Source: an optimization exercise on an open RTL-to-GDS flow (aim: small area, a short achievable clock period and few clock cycles). Production flows keep margins and buffers that such runs may drop. In this exercise RTL edits were held to simulation tests only and were not proved equivalent to the original. Power is estimated from default activity; no workload was simulated.

==> flow/design.v (excerpt) <==
module mul_unit
    (
        input logic clk,
        input logic rst,
        input logic [1:0] issue_fn3,
        input logic [31:0] rs1,
        input logic [31:0] rs2,
        input logic issue_new_request,
        input logic [3:0] issue_id,
        output logic issue_ready,
        input logic wb_ack,
        output logic wb_done,
        output logic [3:0] wb_id,
        output logic [31:0] wb_rd
    );
Size: about 3000 cells after synthesis, roughly 120 flip-flops.
==> flow/config.mk <==
export PLATFORM = sky130hd
export DESIGN_NAME = mul_unit
export DESIGN_NICKNAME = mul_unit
export VERILOG_FILES = /design/flow/design.v
export SDC_FILE = /design/flow/constraint.sdc
export NUM_CORES = 4
export LEC_CHECK = 0
export CAP_MARGIN = 20
export CORE_MARGIN = 2
export CORE_UTILIZATION = 40
export SETUP_SLACK_MARGIN = 5
export SLEW_MARGIN = 20
==> flow/constraint.sdc <==
create_clock -name core_clock -period 10.0 [get_ports {clk}]
set_input_delay 2.0000 -clock core_clock [delete_from_list [all_inputs] [get_ports {clk}]]
set_output_delay 2.0000 -clock core_clock [all_outputs]
set_load 0.01 [all_outputs]
run.sh (not shown) runs the stock make flow with config.mk's settings and CLKGATE_MAP_FILE= SYNTH_SCRIPT=/design/flow/synth_recipe.tcl, a recipe that flattens the netlist after the stock synthesis.
The first run finished clean.
Testbench counts at the start, summed over its fixed seeds: cycles 16,008.
Then changed:
==> flow/flow/run.sh (new file) <==
#!/bin/bash
# The standard ORFS layout (standard.sh) with two changes:
#  - SYNTH_ARGS=-noabc: Yosys's synth skips its quick "abc -fast" pass, so
#    the full adders written in the RTL reach extract_fa as written; the
#    registers are the same as the standard synthesis's;
#  - the port buffers that buffer_ports inserts are plain buffers
#    (buf_4) instead of the default delay cells.
cp standard.sh standard_sh_copy.log
export BUFFER_PORTS_ARGS="-buffer_cell sky130_fd_sc_hd__buf_4"
bash standard.sh SYNTH_ARGS=-noabc finish > standard.log 2>&1
status=$?
tail -50 standard.log
exit $status
==> flow/standard.sh (new file) <==
#!/bin/bash
# synth_recipe.tcl (not shown) runs the flow's synth.tcl, then flattens the netlist and writes it again
# the make line also repeats each setting of config.mk as NAME=value (left out here)
make -C /OpenROAD-flow-scripts/flow DESIGN_CONFIG=/design/flow/config.mk WORK_HOME=/design/flow/orfs CLKGATE_MAP_FILE= SYNTH_SCRIPT=/design/flow/synth_recipe.tcl "${@:-finish}"
- SETUP_SLACK_MARGIN: 5 -> 4
removed: flow/run.sh
Outcome:
- The changed run completed without violations
- critical path depth fell by 10
- area after synthesis came out lower by 4.5%
- final cell count is lower by about 19%
- flip-flop and latch count is unchanged
- design area fell by 29%
- die area shrinks by about 4.4%
Then changed:
==> flow/run.sh (new file) <==
#!/bin/bash
# synth_recipe.tcl (not shown) runs the flow's synth.tcl, then flattens the netlist and writes it again
# the make line also repeats each setting of config.mk as NAME=value (left out here)
make -C /OpenROAD-flow-scripts/flow DESIGN_CONFIG=/design/flow/config.mk WORK_HOME=/design/flow/orfs CLKGATE_MAP_FILE= SYNTH_SCRIPT=/design/flow/synth_recipe.tcl finish
removed: flow/flow/run.sh
removed: flow/standard.sh
Final cell count rose by 16%.
Via count is higher by 10%.
Core utilization rose by 5.3 points.
Wire length is higher by 12%.
Non-clock buffer count rose by 170.
Flip-flop and latch count does not change.
Combinational power goes up by about 20%.
Die area is higher by 4.6%.
Synthesized cell count climbs by 12%.
Hold slack gains 0.35 ns.

---

Setup of job 101:
mul_unit, a different RTL version from the one above (not shown whole).
Size: roughly 150 flip-flops, roughly 110 I/O pins.
==> flow/config.mk <==
export PLATFORM = sky130hd
export DESIGN_NAME = mul_unit
export DESIGN_NICKNAME = mul_unit
export VERILOG_FILES = /design/flow/design.v
export SDC_FILE = /design/flow/constraint.sdc
export NUM_CORES = 4
export LEC_CHECK = 0
export CAP_MARGIN = 20
export CORE_MARGIN = 2
export CORE_UTILIZATION = 40
export PLACE_DENSITY = 0.8
export SETUP_SLACK_MARGIN = 4
export SLEW_MARGIN = 20
==> flow/constraint.sdc <==
create_clock -name core_clock -period 10.0 [get_ports {clk}]
set_input_delay 2.0000 -clock core_clock [delete_from_list [all_inputs] [get_ports {clk}]]
set_output_delay 2.0000 -clock core_clock [all_outputs]
set_load 0.01 [all_outputs]
standard.sh (not shown) runs the stock make flow with config.mk's settings and CLKGATE_MAP_FILE= SYNTH_SCRIPT=/design/flow/synth_recipe.tcl, a recipe that flattens the netlist after the stock synthesis.
==> flow/flow/run.sh <==
#!/bin/bash
# The standard ORFS layout (standard.sh) with two changes:
#  - SYNTH_ARGS=-noabc: Yosys's synth skips its quick "abc -fast" pass, so
#    the full adders written in the RTL reach extract_fa as written; the
#    registers are the same as the standard synthesis's;
#  - the port buffers that buffer_ports inserts are plain buffers
#    (buf_2) instead of the default delay cells.
cp standard.sh standard_sh_copy.log
export BUFFER_PORTS_ARGS="-buffer_cell sky130_fd_sc_hd__buf_2"
bash standard.sh SYNTH_ARGS=-noabc finish > standard.log 2>&1
status=$?
tail -50 standard.log
exit $status
Job 101: full flow OK, the timing, DRC and antenna checks passed
Testbench counts of job 101, summed over its fixed seeds: cycles 16,008.
> inputs changed (job 101 -> job 102)
# job 101
export LEC_CHECK = 0
export CAP_MARGIN = 20
export CORE_MARGIN = 2
export CORE_UTILIZATION = 40
export PLACE_DENSITY = 0.8
export SETUP_SLACK_MARGIN = 4
export SLEW_MARGIN = 20
create_clock -name core_clock -period 10.0 [get_ports {clk}]
# job 102
export LEC_CHECK = 0
export CAP_MARGIN = 20
export CORE_MARGIN = 2
export CORE_UTILIZATION = 40
export SETUP_SLACK_MARGIN = 4
export SLEW_MARGIN = 20
create_clock -name core_clock -period 10.0 [get_ports {clk}]
--- a/flow/flow/run.sh
+++ b/flow/flow/run.sh
@@ -5,7 +5,7 @@
 #    registers are the same as the standard synthesis's;
 #  - the port buffers that buffer_ports inserts are plain buffers
-#    (buf_2) instead of the default delay cells.
+#    (buf_4) instead of the default delay cells.
 cp standard.sh standard_sh_copy.log
-export BUFFER_PORTS_ARGS="-buffer_cell sky130_fd_sc_hd__buf_2"
+export BUFFER_PORTS_ARGS="-buffer_cell sky130_fd_sc_hd__buf_4"
 bash standard.sh SYNTH_ARGS=-noabc finish > standard.log 2>&1
 status=$?
==> summary.txt <==
Re switching part of the total: job 102 is 0.70 points down on job 101.
Diff job 101 -> job 102: number of buffers other than clock buffers in the final layout now sits higher; hold slack rose 4.7 ps.
Input changes introduced in job 103 (baseline for comparison: job 102):
# job 102
export LEC_CHECK = 0
export CAP_MARGIN = 20
export CORE_MARGIN = 2
export CORE_UTILIZATION = 40
export SETUP_SLACK_MARGIN = 4
export SLEW_MARGIN = 20
create_clock -name core_clock -period 10.0 [get_ports {clk}]
# job 103
export LEC_CHECK = 0
export CAP_MARGIN = 20
export CORE_MARGIN = 2
export CORE_UTILIZATION = 40
export CTS_BUF_LIST = sky130_fd_sc_hd__clkbuf_8
export PLACE_DENSITY = 0.8
export SETUP_SLACK_MARGIN = 4
export SLEW_MARGIN = 20
create_clock -name core_clock -period 10.0 [get_ports {clk}]
--- a/flow/flow/run.sh
+++ b/flow/flow/run.sh
@@ -5,7 +5,7 @@
 #    registers are the same as the standard synthesis's;
 #  - the port buffers that buffer_ports inserts are plain buffers
-#    (buf_4) instead of the default delay cells.
+#    (buf_2) instead of the default delay cells.
 cp standard.sh standard_sh_copy.log
-export BUFFER_PORTS_ARGS="-buffer_cell sky130_fd_sc_hd__buf_4"
+export BUFFER_PORTS_ARGS="-buffer_cell sky130_fd_sc_hd__buf_2"
 bash standard.sh SYNTH_ARGS=-noabc finish > standard.log 2>&1
 status=$?
Results
Cell-internal power, job 103 vs job 102: down by a few percent
In job 103, minimum clock period is higher than in job 102.
As far as maximum frequency from static timing analysis is concerned, job 102 and job 103 perform about the same.
Job 102 → job 103: relative contribution of combinational cells to total power went up by 1.5 points, hold slack level, wire length shrank by 6.0%, switching power share of the total now larger.
[inputs] job 104 vs job 103
# job 103
export LEC_CHECK = 0
export CAP_MARGIN = 20
export CORE_MARGIN = 2
export CORE_UTILIZATION = 40
export CTS_BUF_LIST = sky130_fd_sc_hd__clkbuf_8
export PLACE_DENSITY = 0.8
export SETUP_SLACK_MARGIN = 4
export SLEW_MARGIN = 20
create_clock -name core_clock -period 10.0 [get_ports {clk}]
# job 104
export LEC_CHECK = 0
export CAP_MARGIN = 20
export CORE_MARGIN = 2
export CORE_UTILIZATION = 55
export PLACE_DENSITY = 0.9
export SETUP_SLACK_MARGIN = 4.1
export SLEW_MARGIN = 20
create_clock -name core_clock -period 10.0 [get_ports {clk}]
==> comparison <==
- Headroom to the max-slew limit (lower): job 104
- Looking at peak clock frequency supported by timing, job 104 sits 1.4% higher than job 103 does.
- Re number of synthesized flops with an enable pin: no difference whatsoever between job 104 and job 103.
- Job 104 ended with more maximum fanout along the worst path than job 103.
- The core of job 104 is more densely filled than that of job 103.
- Clock skew sits lower in job 104 than in job 103.
- Share of post-route cells with drive strength above 1 is lower on job 103
- [job 104] via count of the first global-routing pass rose 4.4% relative to job 103
- Sequential share of layout area, job 104 and job 103, lower one = job 104.
- A source of the critical timing path of cut_q[44]$_DFF_P_ is what job 104 shows, while cut_q[50]$_DFF_P_ belongs to job 103.
- Diff job 104 and job 103: part of the total power dissipated in the clock network higher in job 104

-- afterwards: timing with drivers on the ports --
No port has a modelled driver above. Below, the same layouts with a new extraction and two added sets of constraints.
Step 1: set_driving_cell puts a clkbuf_16 on clk and a buf_2 on each other input, an assumption about the parent block.
Step 2 times the ports against the registers' clock, not the clock port: input delays grow and output delays shrink by t, the midpoint of the rising clock arrivals with the driver on.
a / b / c = no drivers / after step 1 / after step 2; a / b = the first two.
run | t (ns) | slack for setup (ns) | hold WS [ns] | worst setup path at the end | cell pins on the clock port's net
the first run of note 1 | 0.465 | 4.085 / 4.082 / 3.617 | 0.852 / 0.852 / 0.852 | input to register | 1
the second run of note 1 | 0.506 | 4.023 / 3.962 / 3.456 | 0.682 / 0.682 / 0.682 | input to register | 1
the third run of note 1 | 0.489 | 3.990 / 4.019 / 3.529 | 1.035 / 1.035 / 1.035 | input to register | 1
job 101 | 0.528 | 4.044 / 3.984 / 3.553 | 0.454 / 0.454 / 0.454 | input to register | 1
job 102 | 0.538 | 4.038 / 3.979 / 3.586 | 0.458 / 0.458 / 0.458 | input to register | 1
job 103 | 0.588 | 4.025 / 3.966 / 3.542 | 0.459 / 0.459 / 0.459 | input to register | 1
job 104 | 0.523 | 4.110 / 4.055 / 3.589 | 0.452 / 0.452 / 0.452 | input to register | 1
After both steps setup and hold are still met in every run listed. For the second run of note 1, which loses most, drivers alone change the setup slack by -0.061 ns; drivers and shift together by -0.567 ns.
